This is an optimization exercise on Yosys and OpenROAD, whose aim is small area, not a production implementation.
No functional check of the RTL was part of any run shown here.

==> flow/design.v, too long to show whole: its modules and the start of the top module <==
// module pipelined_cordic: 693 lines
// module fa1: 4 lines
// module ha1: 4 lines
module pipelined_cordic(
    input Clk, Rst,
    input signed [15:0] x_in, y_in,
    output signed [15:0] magnitude,
    output signed [15:0] angle
);
  // ...
==> flow/flow/run.sh <==
#!/bin/bash
# Standard layout; the port buffers use the smallest buffer cell and the
# clock tree is built without dummy loads.
set -euo pipefail
export BUFFER_PORTS_ARGS="-buffer_cell sky130_fd_sc_hd__buf_1"
export CTS_ARGS="-sink_clustering_enable -repair_clock_nets -sink_clustering_size 16 -sink_clustering_max_diameter 80 -buf_list sky130_fd_sc_hd__clkbuf_8 -dont_use_dummy_load"
bash standard.sh > standard.log 2>&1
==> flow/standard.sh <==
#!/bin/bash
# synth_recipe.tcl (not shown) runs the flow's synth.tcl, then flattens the netlist and writes it again
# the make line also repeats each setting of config.mk as NAME=value (left out here)
make -C /OpenROAD-flow-scripts/flow DESIGN_CONFIG=/design/flow/config.mk WORK_HOME=/design/flow/orfs CLKGATE_MAP_FILE= SYNTH_SCRIPT=/design/flow/synth_recipe.tcl "${@:-finish}"
==> flow/config.mk <==
export PLATFORM = sky130hd
export DESIGN_NAME = pipelined_cordic
export DESIGN_NICKNAME = pipelined_cordic
export VERILOG_FILES = /design/flow/design.v
export SDC_FILE = /design/flow/constraint.sdc
export NUM_CORES = 4
export LEC_CHECK = 0
export CAP_MARGIN = 20
export CORE_MARGIN = 2
export CORE_UTILIZATION = 40
export CTS_BUF_LIST = sky130_fd_sc_hd__clkbuf_8
export CTS_CLUSTER_DIAMETER = 80
export CTS_CLUSTER_SIZE = 16
export PLACE_DENSITY = 0.6
export SLEW_MARGIN = 20
export SYNTH_HIERARCHICAL = 1
export SYNTH_MINIMUM_KEEP_SIZE = 0
==> flow/constraint.sdc <==
create_clock -name core_clock -period 4.5 [get_ports {Clk}]
set_input_delay 0.9000 -clock core_clock [delete_from_list [all_inputs] [get_ports {Clk}]]
set_output_delay 0.9000 -clock core_clock [all_outputs]
set_load 0.01 [all_outputs]
==> flow_summary.yaml, run 1 <==
layout:
  sh_seq_area: 0.5052
  largestClassByArea: "sequential cells"
  flops_and_latches: 552
  clockBufferCount: 41
  multiInputGateArea_mm2: 0.008726
  final-seq-area_mm2: 0.01124
  buffer_area_frac: 0.02075
worst_setup_path:
  cp_cell_sequence: "xnor2_1, ha_1, fa_1, fa_1, fa_2, fa_1, fa_2, fa_1, fa_1, fa_1, fa_1, xnor2_1"
  r2r-end: "y6[10]"
  worstRegToRegCells: 12
  cp_top_family: "adder cells"
  cp-start-kind: "flop"
placement:
  placed_area_mm2: 0.02154
  numPortBuffers: 63
synthesis:
  synth-main-ff-cell: "dfxtp_1"
  yosys-top-cells-area: "dfxtp_1 (51%), fa_1 (19%), xnor2_1 (7.9%)"
  synth-compound-area-share: 0.02139
  synth_seq_area_share: 0.5501
  yosysUniqueCellTypes: 51
  syn-cell-area_mm2: 0.02041
  async_flop_share: 0.06522
  synth_edf_count: 0
global_routing:
  grt_use_met1: 0.1186
  top_usage_layer: "met2"
  grt_util_met2: 0.2185
sta:
  maxSlewHeadroom: 0.6364
  fin_skew_ps: 92.28
  finalSetupTns_ps: 0
routing:
  m1WireLength_um: 10600
floorplanning:
  fp-row-count: 82
  dieHeight_um: 229.9
run_status:
  status: "finished clean"
worst_hold_path:
  hold_path_depth: 0
==> run 2: changes to the inputs <==
--- a/flow/config.mk
+++ b/flow/config.mk
@@ -9,7 +9,4 @@
 export CORE_MARGIN = 2
-export CORE_UTILIZATION = 40
-export CTS_BUF_LIST = sky130_fd_sc_hd__clkbuf_8
-export CTS_CLUSTER_DIAMETER = 80
-export CTS_CLUSTER_SIZE = 16
-export PLACE_DENSITY = 0.6
+export CORE_UTILIZATION = 60
+export PLACE_DENSITY = 0.75
 export SLEW_MARGIN = 20
==> flow_summary.yaml, run 2 <==
worst_setup_path:
  startpoint: "y5[11]"
  max_stage_delay_ps: 400
  cp.arrival_ps: 4780
  crit_required_ps: 4950
  regToRegSetupSlack_ps: 170
  cp_top_family: "adder cells"
  rr_startpoint: "y5[11]"
  crit_buf_inv: 0
  worstRegToRegCells: 12
  cp-start-kind: "flop"
  crit_top_cell: "fa_1"
  slowest_stage: "fa_1"
  worstPathMaxFanout: 3
  critPathCaptureType: "flop"
  r2r-end: "y6[10]"
  cp_cell_sequence: "xnor2_1, ha_1, fa_1, fa_1, fa_1, fa_1, fa_2, fa_2, fa_2, fa_1, fa_1, xnor2_1"
  crit_type: "reg -> reg"
placement:
  gp_congestion: 0.8719
  post-place-ws_ps: 37.92
  placed_area_mm2: 0.02124
  numPortBuffers: 63
  dpl.hpwl_um: 20610
layout:
  final_area_mm2: 0.02189
  final_common_cell: "dfxtp_1"
  drive_gt1_frac: 0.06365
  most-common-layout-cells: "dfxtp_1 (510), fa_1 (181), xnor2_1 (179)"
  area_delta_synth_final_pct: 7.250
  finalNetCount: 1894
  reg.largest.list: "ang_r: 16 flops, y0: 16 flops, y1: 16 flops"
  final_core_util: 0.6529
floorplanning:
  io_pins: 66
  fp-row-count: 67
  dieHeight_um: 188.5
  coreArea_mm2: 0.03353
  die_w_um: 188.5
  start_util: 0.6088
  die_area_mm2: 0.03552
routing:
  drt-initial-drc-count: 311
  drc: 0
  wire_per_inst_um: 13.04
  vias: 9652
  vias_per_cell: 4.778
  finalWirelength_um: 26340
  firstDrtPassIters: 4
  ant_nets: 0
sta:
  worst_pin_slew_ps: 647.6
  drv_slew: 0
  holdWs_ps: 297.0
  setup_viol: 0
  fin_ws_ps: 170.6
  finalSetupTns_ps: 0
  maxSlewHeadroom: 0.5683
  fin_skew_ps: 28.25
  final_hold_viol_count: 0
  rsz0062_at_grt: "false"
  max_freq_ghz: 0.2310
  fin_crit_sh: 0.9621
  layout_min_cycle_time_ps: 4329
global_routing:
  grt-ovfl-total: 0
  grt_usage: 0.1629
  grt_pass1_wl_um: 47220
  grt_max_degree: 47
  antenna_found_initial: 0
  grt_pass1_vias: 10634
synthesis:
  yosys-top-cells-area: "dfxtp_1 (51%), fa_1 (19%), xnor2_1 (7.9%)"
  synth_seq_area_share: 0.5501
  syn_avg_cell_area_um2: 13.81
  synthCells: 1478
  synth_edf_count: 0
  synth.most_common_cell: "dfxtp_1"
  ys_top_cells_by_count: "dfxtp_1 (516), fa_1 (189), xnor2_1 (185), inv_1 (111), ha_1 (98)"
  yosysTopAreaCellShare: 0.5060
  yosysUniqueCellTypes: 51
  synth_top_cell_by_area: "dfxtp_1"
  async_flop_share: 0.06522
  syn-cell-area_mm2: 0.02041
  synth-main-ff-cell: "dfxtp_1"
  ys_ff_latch: 552
  yosys_warnings: 7
worst_hold_path:
  hold_path_depth: 0
  hold_class: "reg -> reg"
  whs_endpoint: "xh[1]"
  min_from: "x0[9]"
clock_tree:
  clock_path_buffers: 3
  htree_levels: 2
  cts_buffers: 40
  cts_root_buffer: "clkbuf_8"
  cts_tree: "built"
  clock_sink_count: 552
  ctsHoldBuffers: 0
  clk_latency_ps: 560
  clk_pin_slew_ps: 100
run_status:
  status: "finished clean"
flow_run:
  maxCapViolations: 0
run 2: cell counts after synthesis:
Identical to the previous run, type by type.
run 2: cell families (layout without fill, tap and decap cells):
logic type	count (synthesis)	after routing	synth area share
AND/OR/NAND/NOR	154	154	0.04015
flip-flops	552	552	0.5501
XOR/XNOR	264	264	0.1133
other	1	3	0.0001837
multiplexers	3	3	0.001593
AO/OA/AOI/OAI	70	70	0.02139
buffers and inverters	147	239	0.02789
adder cells (fa/ha/maj)	287	287	0.2454
run 2: Yosys stat by module, one instance, submodules excluded:
module	times used	cell area, um2
ha1	75	12.51
fa1	183	20.02
pipelined_cordic	1	15810
run 2: worst max-delay path by stage:
stage / slack (ps) / depth (start not counted) / endpoint
floorplan: 1 / 14 / y5[10]
global placement: 80 / 15 / mag_r[13]
detailed placement: 40 / 15 / mag_r[13]
CTS: 10 / 14 / x2[14]
global route: 10 / 14 / x5[14]
finish: 170 / 12 / y6[10]
run 2: final cells by class:
class                      count  area (um2)
clock buffer                  40       550.5
inverter                     111       416.7
sequential                   552       11240
fill                        2467       11640
multi-input combinational    780        8691
timing repair buffer          88       431.7
antenna                        1       2.502
tap                          448       560.5
run 2: layer usage:
metal	share of wire	track usage	wire (um)	vias to the layer above
li1	-	-	-	4788
met1	0.42	0.1896	10970	4674
met2	0.53	0.3050	13830	139
met3	0.033	0.02868	876	51
met4	0.025	0.04928	657	0
met5	0	0	0	-
run 2: worst reg2reg max path: cells and delay by family, from the launching register on:
family	cells	cell delay, ps
flops	1	350
fa+ha+maj	10	3610
xor+xnor	2	260
run 2: stage by stage:
stage | instances
floorplan | 1479
global placement | 1977
detailed placement | 1977
CTS | 2017
global route | 2019
finish | 2020
run 2: repair_timing:
| item | 4_1_cts | 5_1_grt |
|---|---|---|
| resized for setup | 0 | 27 |
| setup endpoints to repair | 0 | 30 |
| setup buffers | 0 | 2 |

## port drivers added, routing unchanged
The flow's constraints put no driver on any port. The routed layouts listed below were extracted and timed again, unchanged, in two steps. Step 1 sets driving cells, clkbuf_16 on the clock port and buf_2 on the other inputs (assumed; they add their load-dependent delay and slew). Step 2 moves the port delays by t, midway between the first and last clock arrival at a register: inputs arrive t later, outputs are due t later. That takes back most of the time a late clock gives input paths. a / b / c = ideal ports / drivers / drivers and shift; a / b = the first two.
| run | t, ns | slack for setup (ns) | slew at the worst register clock pin (ns) | cell pins on the clock port's net |
|---|---|---|---|---|
| run 1 | 0.627 | 0.160 / 0.160 / 0.160 | 0.10 / 0.10 | 1 |
| run 2 | 0.586 | 0.171 / 0.171 / 0.171 | 0.10 / 0.10 | 1 |
After both steps every run listed still meets setup and hold.
